This design comes from an exercise in tuning for small area on the open sky130 flow, not from production work.
No functional check of the RTL was part of any run shown here.

==> flow/design.v (outline; a module is shown in full before it is edited, if it fits) <==
// module cordic_pipeline: 1846 lines
module cordic_pipeline(
    input  wire         clk,
    input  wire         rst,
    input  wire         valid_in,
    input  wire  signed [15:0] x_in,
    input  wire  signed [15:0] y_in,
    output reg   signed [15:0] magnitude,
    output reg          valid
);
  // ...
==> flow/run.sh <==
#!/bin/bash
# synth_recipe.tcl (not shown) runs the flow's synth.tcl, then flattens the netlist and writes it again
# the make line also repeats each setting of config.mk as NAME=value (left out here)
make -C /OpenROAD-flow-scripts/flow DESIGN_CONFIG=/design/flow/config.mk WORK_HOME=/design/flow/orfs CLKGATE_MAP_FILE= SYNTH_SCRIPT=/design/flow/synth_recipe.tcl finish
==> flow/config.mk <==
export PLATFORM = sky130hd
export DESIGN_NAME = cordic_pipeline
export DESIGN_NICKNAME = cordic_pipeline
export VERILOG_FILES = /design/flow/design.v
export SDC_FILE = /design/flow/constraint.sdc
export NUM_CORES = 4
export LEC_CHECK = 0
export CAP_MARGIN = 20
export CORE_MARGIN = 2
export CORE_UTILIZATION = 60
export CTS_BUF_LIST = sky130_fd_sc_hd__clkbuf_8
export CTS_CLUSTER_DIAMETER = 60
export CTS_CLUSTER_SIZE = 20
export PLACE_DENSITY = 0.7
export SLEW_MARGIN = 20
==> flow/constraint.sdc <==
create_clock -name core_clock -period 5.0 [get_ports {clk}]
set_input_delay 1.0000 -clock core_clock [delete_from_list [all_inputs] [get_ports {clk}]]
set_output_delay 1.0000 -clock core_clock [all_outputs]
set_load 0.01 [all_outputs]
==> results.json, run 1 <==
{
  "status": "complete, no violations",
  "antenna_found_initial": 0,
  "yosysSeqAreaShare_pct": 38.2,
  "die-area_sq_um": 40800,
  "hold_end": "vp[10]",
  "nMultiInputCombCells": 1287,
  "dpl_cell_area_sq_um": 24800,
  "start_util_pct": 60.8,
  "finalHoldViolations": 0,
  "use_met2_pct": 37.2,
  "hold_buffers": 0,
  "final_common_cell": "dfxtp_1",
  "cts_tree": "built",
  "yosysMostFrequentCell": "dfxtp_1",
  "layout-drive-gt1-share_pct": 6.13,
  "crit_fanout": 15,
  "syn_area_sq_um": 23500,
  "post_cts_buffers": 1,
  "route.vias.total": 13700,
  "tap_cells": 518,
  "clk_share_pct": 3.13,
  "worstSetupPathType": "reg -> reg",
  "cp_slowest_cell": "fa_1",
  "cp-start-kind": "flip-flop",
  "synth.area.top_cells": "dfxtp_1 38%, fa_1 17%, ha_1 10%",
  "reg2reg_depth": 17,
  "cts-buffers-inserted": 35,
  "grt_max_degree": 21,
  "dp.cells": 2753,
  "num_antenna_cells": 0,
  "use_met1_pct": 22.6,
  "crit_end": "ru4[0]",
  "drt_iter0_drc": 298,
  "wl_met2_microns": 19600
}
==> inputs of run 2 (changes only) <==
--- a/flow/design.v
+++ b/flow/design.v
@@ -136,7 +136,6 @@
     always @(posedge clk) begin rx0 <= xn1; ru0 <= un1[14:0]; rs0 <= sn1; end
     wire [15:0] ux0 = {1'b1, ru0};
-    wire [15:0] xx0 = rx0;
     wire [15:0] xo2 = ~(ux0 >> 1) & 16'h7fff;
-    wire [15:0] ad3a = xx0, ad3b = xo2;
+    wire [15:0] ad3a = rx0, ad3b = xo2;
     wire [15:0] ad3g = ad3a & ad3b, ad3p = ad3a ^ ad3b;
     wire [16:0] ad3c;
@@ -197,5 +196,5 @@
     wire [15:0] ad3 = ad3p ^ ad3c[15:0];
     wire [15:0] xn2 = ad3;
-    wire [15:0] xsh2 = $signed(xx0) >>> 1;
+    wire [15:0] xsh2 = $signed(rx0) >>> 1;
     wire [15:0] ad4a = ux0, ad4b = xsh2;
     wire [15:0] ad4g = ad4a & ad4b, ad4p = ad4a ^ ad4b;
@@ -262,7 +261,6 @@
     always @(posedge clk) begin rx1 <= xn2; ru1 <= un2[14:0]; rs1 <= sn2; end
     wire [15:0] ux1 = {1'b1, ru1};
-    wire [15:0] xx1 = rx1;
     wire [15:0] xo3 = ~(ux1 >> 2) & 16'h3fff;
-    wire [15:0] ad5a = xx1, ad5b = xo3;
+    wire [15:0] ad5a = rx1, ad5b = xo3;
     wire [15:0] ad5g = ad5a & ad5b, ad5p = ad5a ^ ad5b;
     wire [16:0] ad5c;
@@ -323,5 +321,5 @@
     wire [15:0] ad5 = ad5p ^ ad5c[15:0];
     wire [15:0] xn3 = ad5;
-    wire [15:0] xsh3 = $signed(xx1) >>> 2;
+    wire [15:0] xsh3 = $signed(rx1) >>> 2;
     wire [15:0] ad6a = ux1, ad6b = xsh3;
     wire [15:0] ad6g = ad6a & ad6b, ad6p = ad6a ^ ad6b;
@@ -388,7 +386,6 @@
     always @(posedge clk) begin rx2 <= xn3; ru2 <= un3[14:0]; rs2 <= sn3; end
     wire [15:0] ux2 = {1'b1, ru2};
-    wire [15:0] xx2 = rx2;
     wire [15:0] xo4 = ~(ux2 >> 3) & 16'h1fff;
-    wire [15:0] ad7a = xx2, ad7b = xo4;
+    wire [15:0] ad7a = rx2, ad7b = xo4;
     wire [15:0] ad7g = ad7a & ad7b, ad7p = ad7a ^ ad7b;
     wire [16:0] ad7c;
@@ -449,5 +446,5 @@
     wire [15:0] ad7 = ad7p ^ ad7c[15:0];
     wire [15:0] xn4 = ad7;
-    wire [15:0] xsh4 = $signed(xx2) >>> 3;
+    wire [15:0] xsh4 = $signed(rx2) >>> 3;
     wire [15:0] ad8a = ux2, ad8b = xsh4;
     wire [15:0] ad8g = ad8a & ad8b, ad8p = ad8a ^ ad8b;
@@ -514,7 +511,6 @@
     always @(posedge clk) begin rx3 <= xn4; ru3 <= un4[14:0]; rs3 <= sn4; end
     wire [15:0] ux3 = {1'b1, ru3};
-    wire [15:0] xx3 = rx3;
     wire [15:0] xo5 = ~(ux3 >> 4) & 16'h0fff;
-    wire [15:0] ad9a = xx3, ad9b = xo5;
+    wire [15:0] ad9a = rx3, ad9b = xo5;
     wire [15:0] ad9g = ad9a & ad9b, ad9p = ad9a ^ ad9b;
     wire [16:0] ad9c;
@@ -575,5 +571,5 @@
     wire [15:0] ad9 = ad9p ^ ad9c[15:0];
     wire [15:0] xn5 = ad9;
-    wire [15:0] xsh5 = $signed(xx3) >>> 4;
+    wire [15:0] xsh5 = $signed(rx3) >>> 4;
     wire [15:0] ad10a = ux3, ad10b = xsh5;
     wire [15:0] ad10g = ad10a & ad10b, ad10p = ad10a ^ ad10b;
@@ -640,7 +636,6 @@
     always @(posedge clk) begin rx4 <= xn5; ru4 <= un5[14:0]; rs4 <= sn5; end
     wire [15:0] ux4 = {1'b1, ru4};
-    wire [15:0] xx4 = rx4;
     wire [15:0] xo6 = ~(ux4 >> 5) & 16'h07ff;
-    wire [15:0] ad11a = xx4, ad11b = xo6;
+    wire [15:0] ad11a = rx4, ad11b = xo6;
     wire [15:0] ad11g = ad11a & ad11b, ad11p = ad11a ^ ad11b;
     wire [16:0] ad11c;
@@ -701,5 +696,5 @@
     wire [15:0] ad11 = ad11p ^ ad11c[15:0];
     wire [15:0] xn6 = ad11;
-    wire [15:0] xsh6 = $signed(xx4) >>> 5;
+    wire [15:0] xsh6 = $signed(rx4) >>> 5;
     wire [15:0] ad12a = ux4, ad12b = xsh6;
     wire [15:0] ad12g = ad12a & ad12b, ad12p = ad12a ^ ad12b;
@@ -766,7 +761,6 @@
     always @(posedge clk) begin rx5 <= xn6; ru5 <= un6[14:0]; rs5 <= sn6; end
     wire [15:0] ux5 = {1'b1, ru5};
-    wire [15:0] xx5 = rx5;
     wire [15:0] xo7 = ~(ux5 >> 6) & 16'h03ff;
-    wire [15:0] ad13a = xx5, ad13b = xo7;
+    wire [15:0] ad13a = rx5, ad13b = xo7;
     wire [15:0] ad13g = ad13a & ad13b, ad13p = ad13a ^ ad13b;
     wire [16:0] ad13c;
@@ -827,5 +821,5 @@
     wire [15:0] ad13 = ad13p ^ ad13c[15:0];
     wire [15:0] xn7 = ad13;
-    wire [15:0] xsh7 = $signed(xx5) >>> 6;
+    wire [15:0] xsh7 = $signed(rx5) >>> 6;
     wire [15:0] ad14a = ux5, ad14b = xsh7;
     wire [15:0] ad14g = ad14a & ad14b, ad14p = ad14a ^ ad14b;
@@ -892,7 +886,6 @@
     always @(posedge clk) begin rx6 <= xn7; ru6 <= un7[14:0]; rs6 <= sn7; end
     wire [15:0] ux6 = {1'b1, ru6};
-    wire [15:0] xx6 = rx6;
     wire [15:0] xo8 = ~(ux6 >> 7) & 16'h01ff;
-    wire [15:0] ad15a = xx6, ad15b = xo8;
+    wire [15:0] ad15a = rx6, ad15b = xo8;
     wire [15:0] ad15g = ad15a & ad15b, ad15p = ad15a ^ ad15b;
     wire [16:0] ad15c;
@@ -953,5 +946,5 @@
     wire [15:0] ad15 = ad15p ^ ad15c[15:0];
     wire [15:0] xn8 = ad15;
-    wire [15:0] xsh8 = $signed(xx6) >>> 7;
+    wire [15:0] xsh8 = $signed(rx6) >>> 7;
     wire [15:0] ad16a = ux6, ad16b = xsh8;
     wire [15:0] ad16g = ad16a & ad16b, ad16p = ad16a ^ ad16b;
@@ -1018,7 +1011,6 @@
     always @(posedge clk) begin rx7 <= xn8; ru7 <= un8[14:0]; rs7 <= sn8; end
     wire [15:0] ux7 = {1'b1, ru7};
-    wire [15:0] xx7 = rx7;
     wire [15:0] xo9 = ~(ux7 >> 8) & 16'h00ff;
-    wire [15:0] ad17a = xx7, ad17b = xo9;
+    wire [15:0] ad17a = rx7, ad17b = xo9;
     wire [15:0] ad17g = ad17a & ad17b, ad17p = ad17a ^ ad17b;
     wire [16:0] ad17c;
@@ -1079,5 +1071,5 @@
     wire [15:0] ad17 = ad17p ^ ad17c[15:0];
     wire [15:0] xn9 = ad17;
-    wire [15:0] xsh9 = $signed(xx7) >>> 8;
+    wire [15:0] xsh9 = $signed(rx7) >>> 8;
     wire [15:0] ad18a = ux7, ad18b = xsh9;
     wire [15:0] ad18g = ad18a & ad18b, ad18p = ad18a ^ ad18b;
@@ -1144,7 +1136,6 @@
     always @(posedge clk) begin rx8 <= xn9; ru8 <= un9[14:0]; rs8 <= sn9; end
     wire [15:0] ux8 = {1'b1, ru8};
-    wire [15:0] xx8 = rx8;
     wire [15:0] xo10 = ~(ux8 >> 9) & 16'h007f;
-    wire [15:0] ad19a = xx8, ad19b = xo10;
+    wire [15:0] ad19a = rx8, ad19b = xo10;
     wire [15:0] ad19g = ad19a & ad19b, ad19p = ad19a ^ ad19b;
     wire [16:0] ad19c;
@@ -1205,5 +1196,5 @@
     wire [15:0] ad19 = ad19p ^ ad19c[15:0];
     wire [15:0] xn10 = ad19;
-    wire [15:0] xsh10 = $signed(xx8) >>> 9;
+    wire [15:0] xsh10 = $signed(rx8) >>> 9;
     wire [15:0] ad20a = ux8, ad20b = xsh10;
     wire [15:0] ad20g = ad20a & ad20b, ad20p = ad20a ^ ad20b;
@@ -1270,7 +1261,6 @@
     always @(posedge clk) begin rx9 <= xn10; ru9 <= un10[14:0]; rs9 <= sn10; end
     wire [15:0] ux9 = {1'b1, ru9};
-    wire [15:0] xx9 = rx9;
     wire [15:0] xo11 = ~(ux9 >> 10) & 16'h003f;
-    wire [15:0] ad21a = xx9, ad21b = xo11;
+    wire [15:0] ad21a = rx9, ad21b = xo11;
     wire [15:0] ad21g = ad21a & ad21b, ad21p = ad21a ^ ad21b;
     wire [16:0] ad21c;
@@ -1331,5 +1321,5 @@
     wire [15:0] ad21 = ad21p ^ ad21c[15:0];
     wire [15:0] xn11 = ad21;
-    wire [15:0] xsh11 = $signed(xx9) >>> 10;
+    wire [15:0] xsh11 = $signed(rx9) >>> 10;
     wire [15:0] ad22a = ux9, ad22b = xsh11;
     wire [15:0] ad22g = ad22a & ad22b, ad22p = ad22a ^ ad22b;
@@ -1396,7 +1386,6 @@
     always @(posedge clk) begin rx10 <= xn11; ru10 <= un11[14:0]; rs10 <= sn11; end
     wire [15:0] ux10 = {1'b1, ru10};
-    wire [15:0] xx10 = rx10;
     wire [15:0] xo12 = ~(ux10 >> 11) & 16'h001f;
-    wire [15:0] ad23a = xx10, ad23b = xo12;
+    wire [15:0] ad23a = rx10, ad23b = xo12;
     wire [15:0] ad23g = ad23a & ad23b, ad23p = ad23a ^ ad23b;
     wire [16:0] ad23c;
@@ -1457,5 +1446,5 @@
     wire [15:0] ad23 = ad23p ^ ad23c[15:0];
     wire [15:0] xn12 = ad23;
-    wire [15:0] xsh12 = $signed(xx10) >>> 11;
+    wire [15:0] xsh12 = $signed(rx10) >>> 11;
     wire [15:0] ad24a = ux10, ad24b = xsh12;
     wire [15:0] ad24g = ad24a & ad24b, ad24p = ad24a ^ ad24b;
@@ -1522,7 +1511,6 @@
     always @(posedge clk) begin rx11 <= xn12; ru11 <= un12[14:0]; rs11 <= sn12; end
     wire [15:0] ux11 = {1'b1, ru11};
-    wire [15:0] xx11 = rx11;
     wire [15:0] xo13 = ~(ux11 >> 12) & 16'h000f;
-    wire [15:0] ad25a = xx11, ad25b = xo13;
+    wire [15:0] ad25a = rx11, ad25b = xo13;
     wire [15:0] ad25g = ad25a & ad25b, ad25p = ad25a ^ ad25b;
     wire [16:0] ad25c;
@@ -1583,5 +1571,5 @@
     wire [15:0] ad25 = ad25p ^ ad25c[15:0];
     wire [15:0] xn13 = ad25;
-    wire [15:0] xsh13 = $signed(xx11) >>> 12;
+    wire [15:0] xsh13 = $signed(rx11) >>> 12;
     wire [15:0] ad26a = ux11, ad26b = xsh13;
     wire [15:0] ad26g = ad26a & ad26b, ad26p = ad26a ^ ad26b;
@@ -1648,7 +1636,6 @@
     always @(posedge clk) begin rx12 <= xn13; ru12 <= un13[14:0]; rs12 <= sn13; end
     wire [15:0] ux12 = {1'b1, ru12};
-    wire [15:0] xx12 = rx12;
     wire [15:0] xo14 = ~(ux12 >> 13) & 16'h0007;
-    wire [15:0] ad27a = xx12, ad27b = xo14;
+    wire [15:0] ad27a = rx12, ad27b = xo14;
     wire [15:0] ad27g = ad27a & ad27b, ad27p = ad27a ^ ad27b;
     wire [16:0] ad27c;
@@ -1709,5 +1696,5 @@
     wire [15:0] ad27 = ad27p ^ ad27c[15:0];
     wire [15:0] xn14 = ad27;
-    wire [15:0] xsh14 = $signed(xx12) >>> 13;
+    wire [15:0] xsh14 = $signed(rx12) >>> 13;
     wire [15:0] ad28a = ux12, ad28b = xsh14;
     wire [15:0] ad28g = ad28a & ad28b, ad28p = ad28a ^ ad28b;
@@ -1774,7 +1761,6 @@
     always @(posedge clk) begin rx13 <= xn14; ru13 <= un14[14:0]; rs13 <= sn14; end
     wire [15:0] ux13 = {1'b1, ru13};
-    wire [15:0] xx13 = rx13;
     wire [15:0] xo15 = ~(ux13 >> 14) & 16'h0003;
-    wire [15:0] ad29a = xx13, ad29b = xo15;
+    wire [15:0] ad29a = rx13, ad29b = xo15;
     wire [15:0] ad29g = ad29a & ad29b, ad29p = ad29a ^ ad29b;
     wire [16:0] ad29c;
@@ -1835,12 +1821,10 @@
     wire [15:0] ad29 = ad29p ^ ad29c[15:0];
     wire [15:0] xn15 = ad29;
-    reg [13:0] vp;
+    reg [14:0] vp;
     always @(posedge clk) begin
-        if (rst) vp <= 14'd0;
-        else     vp <= {vp[12:0], valid_in};
-    end
-    always @(*) begin
-        magnitude = {xn15[15], xn15[15:1]};
-        valid = vp[13];
+        magnitude <= {xn15[15], xn15[15:1]};
+        if (rst) vp <= 15'd0;
+        else     vp <= {vp[13:0], valid_in};
     end
+    always @(*) valid = vp[14];
 endmodule
--- a/flow/config.mk
+++ b/flow/config.mk
@@ -8,8 +8,5 @@
 export CAP_MARGIN = 20
 export CORE_MARGIN = 2
-export CORE_UTILIZATION = 60
-export CTS_BUF_LIST = sky130_fd_sc_hd__clkbuf_8
-export CTS_CLUSTER_DIAMETER = 60
-export CTS_CLUSTER_SIZE = 20
-export PLACE_DENSITY = 0.7
+export CORE_UTILIZATION = 40
+export PLACE_DENSITY = 0.6
 export SLEW_MARGIN = 20
==> results.json, run 2 <==
{
  "ys_ff_latch": 464,
  "synth_top_area_share_pct": 39.0,
  "cts_tree": "built",
  "wl_microns": 39300,
  "gr-total-overflow": 0,
  "die_h_microns": 248,
  "grt_usage_pct": 13.6,
  "synth.area.top_cells": "dfxtp_1 39%, fa_1 17%, ha_1 10%",
  "cts_max_level": 2,
  "finalInstanceArea_sq_um": 27300,
  "path_clk_slew_ns": 0.06,
  "worstSetupPathType": "reg -> reg",
  "synth.largest_area_cell": "dfxtp_1",
  "area_growth_pct": 14.6,
  "crit_fanout": 8,
  "finalHoldViolations": 0,
  "start_util_pct": 40.4,
  "final_common_cell": "dfxtp_1",
  "syn_nets": 2627,
  "drv_slew": 0,
  "period_minus_slack_ns": 4.80,
  "clk_latency_ns": 0.59,
  "dpl_cell_area_sq_um": 25400,
  "synth-edff-count": 0,
  "cp.required_ns": 5.51,
  "routed_via_density": 4.42,
  "fin_nets": 2736,
  "antenna_found_initial": 0,
  "tightest_slew_ns": 0.680,
  "cp_data_arrival_time_ns": 5.31,
  "critPathTopFamily": "adder cells",
  "port_buffers": 51,
  "synthCells": 2198,
  "grt_max_degree": 17,
  "cts-buffers-inserted": 48,
  "syn_area_per_cell_sq_um": 10.8,
  "grt_pass1_wl_microns": 68100,
  "die_width_microns": 248,
  "finalNonFillerCells": 3117,
  "io_pins": 52,
  "yosysSeqAreaShare_pct": 39.0,
  "status": "complete, no violations",
  "dp.cells": 3020,
  "yosys.cell_types.count": 66,
  "final-setup-viol-count": 0,
  "ys.flop_type": "dfxtp_1",
  "synthTopCellsByCount": "464 x dfxtp_1, 414 x inv_1, 268 x xnor2_1, 201 x fa_1, 193 x ha_1",
  "hold_ws_ns": 0.427,
  "drt_iter0_drc": 313,
  "grt_pass1_vias": 15000,
  "cts.path.max_buffers": 3,
  "globalplace.congestion": 0.805,
  "ys_warn_count": 1,
  "hold_class": "reg -> reg",
  "final.setup.tns_ns": 0,
  "crit_chain": "ha_1 > inv_1 > fa_1 > fa_1 > fa_1 > fa_1 > fa_1 > fa_2 > fa_2 > nor2b_1 > o31a_2 > nor2_2 > a221o_1 > nor2b_1 > o21ai_4 > buf_12 > xor2_1",
  "numClockSinks": 464,
  "layout-drive-gt1-share_pct": 6.91,
  "fin_crit_sh_pct": 95.9,
  "yosysMostFrequentCell": "dfxtp_1",
  "path_buf_inv": 2,
  "async_flop_share_pct": 0,
  "mostFrequentLayoutCells": "462 x dfxtp_1, 414 x inv_1, 267 x xnor2_1",
  "max_stage_delay_ns": 0.42,
  "cts-root-buf": "clkbuf_16",
  "rows": 89,
  "cp-start-kind": "flip-flop",
  "max_freq_ghz": 0.208,
  "cp_slowest_cell": "fa_1",
  "drtAntennaViolNets": 0,
  "firstDrtPassIters": 5,
  "cap_violations": 0,
  "fp.coreArea_sq_um": 58900,
  "syn_area_sq_um": 23800,
  "drt-wirelength-per-cell_microns": 12.6,
  "slew-limit-headroom_pct": 54.6,
  "die-area_sq_um": 61500,
  "place_hpwl_microns": 31300,
  "drc": 0,
  "num_antenna_cells": 0,
  "end_kind": "flip-flop",
  "critPathMostFrequentCell": "fa_1",
  "finClkSkew_ns": 0.0194,
  "route.vias.total": 13800
}
-- run 2: cell types whose count changed in the layout (fill, tap and decap cells not counted), moves of 3 or more --
cell,delta
clkbuf_1,+5
clkbuf_16,+50
clkbuf_8,-24
clkdlybuf4s50_1,+5
clkinv_2,+9
dfxtp_1,+18
inv_1,-7
inv_6,-5
inv_8,-4
mux2i_1,+3
nor2_1,+6
o21a_1,+5
xnor2_1,-5
xor2_1,+3
-- run 2: per-stage QoR --
step / util, % / setup slack, ns
6_report: 46.3 / 0.204
2_1_floorplan: - / 0.0261
3_5_place_dp: 43.1 / -0.0716
5_1_grt: 46.3 / -0.0283
3_3_place_gp: 43.1 / 0.0792
4_1_cts: 46.0 / 0.0321
-- run 2: final timing paths --
kind | endpoint | slack, ns | start | cells past startpoint
min | magnitude[14] | 0.43 | rx13[15] | 1
max reg2reg | ru7[0] | 0.20 | ru6[0] | 17
min reg2reg | magnitude[14] | 0.43 | rx13[15] | 1
max | ru7[0] | 0.20 | ru6[0] | 17
-- run 2: final cells by class --
cell class,count,area (sq um)
inverter,414,1550
clock buffer,66,1400
fill,5415,31600
multi-input combinational,1290,12800
sequential,464,9290
clock inverter,21,274
timing repair buffer,89,977
tap,773,967
-- run 2: kinds of logic (layout without fill, tap and decap cells) --
group / after synthesis / in the layout / synth area share (%)
AOI/OAI and AO/OA: 195 / 195 / 5.75
xor gates and xnor gates: 384 / 384 / 14.2
adders and majority gates: 394 / 394 / 27.0
buffers and inverters: 444 / 590 / 7.35
DFF: 464 / 464 / 39.0
muxes: 9 / 9 / 0.384
and+or+nand+nor: 308 / 308 / 6.30
-- run 2: routing by layer --
layer  GRT usage [%]  vias to the layer above  routed length, microns
li1                -                     7000                       -
met1            15.2                     6592                   16700
met2            25.5                      127                   20300
met3            2.27                       71                    1170
met4            5.14                        0                    1140
met5               0                        -                       0
-- run 2: worst reg2reg max path: cells and delay by family, from the launching register on --
family                   cells  cell delay, ns
AND/OR/NAND/NOR              3            0.40
XOR/XNOR                     1            0.17
adder cells (fa/ha/maj)      8            2.89
flip-flops                   1            0.33
AO/OA/AOI/OAI                3            0.74
buffers and inverters        2            0.22
-- run 2: repair_timing --
item / in CTS / in global routing
endpoints found under the setup margin: 23 / 62
cloned: 0 / 3
resized for setup: 1 / 24
hold buffers: 0 / 0
pin swaps: 2 / 10
setup buffers: 2 / 5
==> inputs of run 3 (changes only) <==
--- a/flow/config.mk
+++ b/flow/config.mk
@@ -9,4 +9,5 @@
 export CORE_MARGIN = 2
 export CORE_UTILIZATION = 40
+export CTS_BUF_LIST = sky130_fd_sc_hd__clkbuf_4
 export PLACE_DENSITY = 0.6
 export SLEW_MARGIN = 20
==> results.json, run 3 <==
{
  "cp-start-kind": "flip-flop",
  "firstDrtPassIters": 4,
  "ys_ff_latch": 464,
  "drc": 0,
  "route.vias.total": 14200,
  "die-area_sq_um": 61500,
  "rrSetupSlack_ns": 0.18,
  "multi_input_area_sq_um": 12800,
  "place_hpwl_microns": 31300,
  "final.setup.tns_ns": 0,
  "cp_data_arrival_time_ns": 5.59,
  "globalRouteMet3Util_pct": 3.30,
  "grt_max_degree": 19,
  "ys_warn_count": 1,
  "finClkSkew_ns": 0.0568,
  "cts-root-buf": "clkbuf_4",
  "layout-drive-gt1-share_pct": 10.4,
  "die_h_microns": 248,
  "cap_violations": 0,
  "max_freq_ghz": 0.207,
  "die_width_microns": 248,
  "crit_fanout": 8,
  "fin_crit_sh_pct": 96.5,
  "numClockSinks": 464,
  "fillers": 5536,
  "final_common_cell": "dfxtp_1",
  "status": "complete, no violations",
  "worstSetupPathType": "reg -> reg",
  "synthTopCellsByCount": "464 x dfxtp_1, 414 x inv_1, 268 x xnor2_1, 201 x fa_1, 193 x ha_1",
  "grt_usage_pct": 13.6,
  "reg2reg_depth": 17,
  "dpl_cell_area_sq_um": 25400,
  "clk_latency_ns": 0.84,
  "wl_microns": 39100,
  "hold_ws_ns": 0.429,
  "fin_nets": 2802,
  "grt_pass1_wl_microns": 68200,
  "r2r_end": "ru7[0]",
  "slew-limit-headroom_pct": 55.6,
  "cts-buffers-inserted": 116,
  "syn_area_per_cell_sq_um": 10.8,
  "hold_path.startpoint": "rx13[15]",
  "area_growth_pct": 13.6,
  "yosysMostFrequentCell": "dfxtp_1",
  "cts_tree": "built",
  "mostFrequentLayoutCells": "462 x dfxtp_1, 414 x inv_1, 267 x xnor2_1",
  "synth-edff-count": 0,
  "synth.area.top_cells": "dfxtp_1 39%, fa_1 17%, ha_1 10%",
  "busiest_layer": "met2",
  "use_met2_pct": 25.4,
  "globalplace.congestion": 0.805,
  "yosysSeqAreaShare_pct": 39.0,
  "cp.required_ns": 5.77,
  "synth_top_area_share_pct": 39.0,
  "fp.coreArea_sq_um": 58900,
  "syn_area_sq_um": 23800,
  "drtAntennaViolNets": 0,
  "synth.largest_area_cell": "dfxtp_1",
  "cts.path.max_buffers": 3,
  "tightest_slew_ns": 0.663,
  "r2r_start": "rx6[7]",
  "start_util_pct": 40.4,
  "regArea_sq_um": 9290,
  "rows": 89,
  "async_flop_share_pct": 0,
  "end_kind": "flip-flop",
  "ys.flop_type": "dfxtp_1",
  "gr-total-overflow": 0,
  "utilization_pct": 45.9,
  "synthCells": 2198,
  "finalInstanceArea_sq_um": 27000,
  "syn_nets": 2627,
  "cp-startpoint": "rx6[7]",
  "routed_via_density": 4.38,
  "path_clk_slew_ns": 0.07,
  "port_buffers": 51,
  "yosys.cell_types.count": 66,
  "cts_max_level": 3,
  "antenna_found_initial": 2,
  "hold_class": "reg -> reg",
  "period_minus_slack_ns": 4.82,
  "drv_slew": 0,
  "drt_iter0_drc": 327,
  "crit_end": "ru7[0]",
  "io_pins": 52,
  "grt_pass1_vias": 15500,
  "drt-wirelength-per-cell_microns": 12.1,
  "final-setup-viol-count": 0,
  "finalHoldViolations": 0,
  "use_met1_pct": 14.8
}
## run 3: cells by family (layout without fill, tap and decap cells)
kind of cell               Yosys count  after routing  synth area share [%]
other                                0              3                     0
and+or+nand+nor                    308            308                  6.30
adders and majority gates          394            394                  27.0
muxes                                9              9                 0.384
AOI/OAI and AO/OA                  195            195                  5.75
DFF                                464            464                  39.0
xor gates and xnor gates           384            384                  14.2
buffers and inverters              444            711                  7.35
## run 3: layout make-up
| cell class | count | area share [%] |
|---|---|---|
| timing repair buffer | 87 | 3.49 |
| clock inverter | 50 | 0.967 |
| multi-input combinational | 1290 | 47.4 |
| tap | 773 | 3.58 |
| antenna | 3 | 0.0278 |
| inverter | 414 | 5.74 |
| clock buffer | 160 | 4.44 |
| sequential | 464 | 34.3 |
## run 3: how the worst min path moves through the flow
stage	endpoint	slack, ns	cells after the start
3_3_place_gp	vp[3]	0.42	1
3_5_place_dp	magnitude[14]	0.42	1
6_report	magnitude[14]	0.43	1
2_1_floorplan	magnitude[14]	0.41	1
5_1_grt	magnitude[14]	0.46	1
4_1_cts	magnitude[14]	0.43	1
## run 3: worst max-delay path, cell delays in order (launching register included)
cell	delay (ns)
dfxtp_1	0.33
ha_1	0.14
inv_1	0.05
fa_1	0.37
fa_1	0.42
fa_1	0.42
fa_1	0.41
fa_1	0.40
fa_2	0.36
fa_2	0.36
nor2b_1	0.16
o31a_2	0.19
nor2_2	0.06
a221o_1	0.32
nor2b_1	0.16
o21ai_4	0.25
buf_12	0.18
xor2_1	0.16
## run 3: repair_timing
action                     4_1_cts  5_1_grt
cloned                           0        2
pin swaps                        2       10
setup buffers                    3        3
gates resized for setup          1       22
setup endpoints to repair       21       74
hold buffers                     0        0
## run 3: routing by layer
metal	part of all wire, %	vias to the layer above
met1	42	6706
met2	52	186
met4	2.7	0
met3	3.6	76
li1	-	7219
met5	0	-
## run 3: metrics by stage
step / instances / setup slack, ns
2_1_floorplan: 2198 / 0.0261
3_3_place_gp: 3020 / 0.0792
3_5_place_dp: 3020 / -0.0716
4_1_cts: 3233 / 0.0552
5_1_grt: 3241 / -0.0265
6_report: 3241 / 0.177

port drivers added, routing unchanged:
In the flow no input, the clock included, has a driving cell. The finished layouts below were timed again as built, in two steps.
Step 1, drivers: a clkbuf_16 drives clk and a buf_2 each remaining input, both assumed.
Step 2 also shifts input and output timing later by t, the mid clock arrival at the registers, as if the neighbouring blocks saw the same clock.
Slacks: ideal ports / drivers / drivers and shift; pairs: ideal ports / drivers.
run	shift t [ns]	setup WS [ns]	worst setup path at the end	slew at the worst register clock pin (ns)	pins driven straight from the clock port
run 1	0.613	0.181 / 0.168 / -0.208	input to register	0.12 / 0.12	1
run 2	0.641	0.204 / 0.204 / 0.084	input to register	0.06 / 0.06	1
run 3	0.869	0.177 / 0.177 / 0.057	input to register	0.08 / 0.08	1
Met with ideal ports but missed after step 2: setup timing in run 1. The setup slack of run 1, which loses most, moves by -0.013 ns with the drivers and by -0.389 ns with both steps.
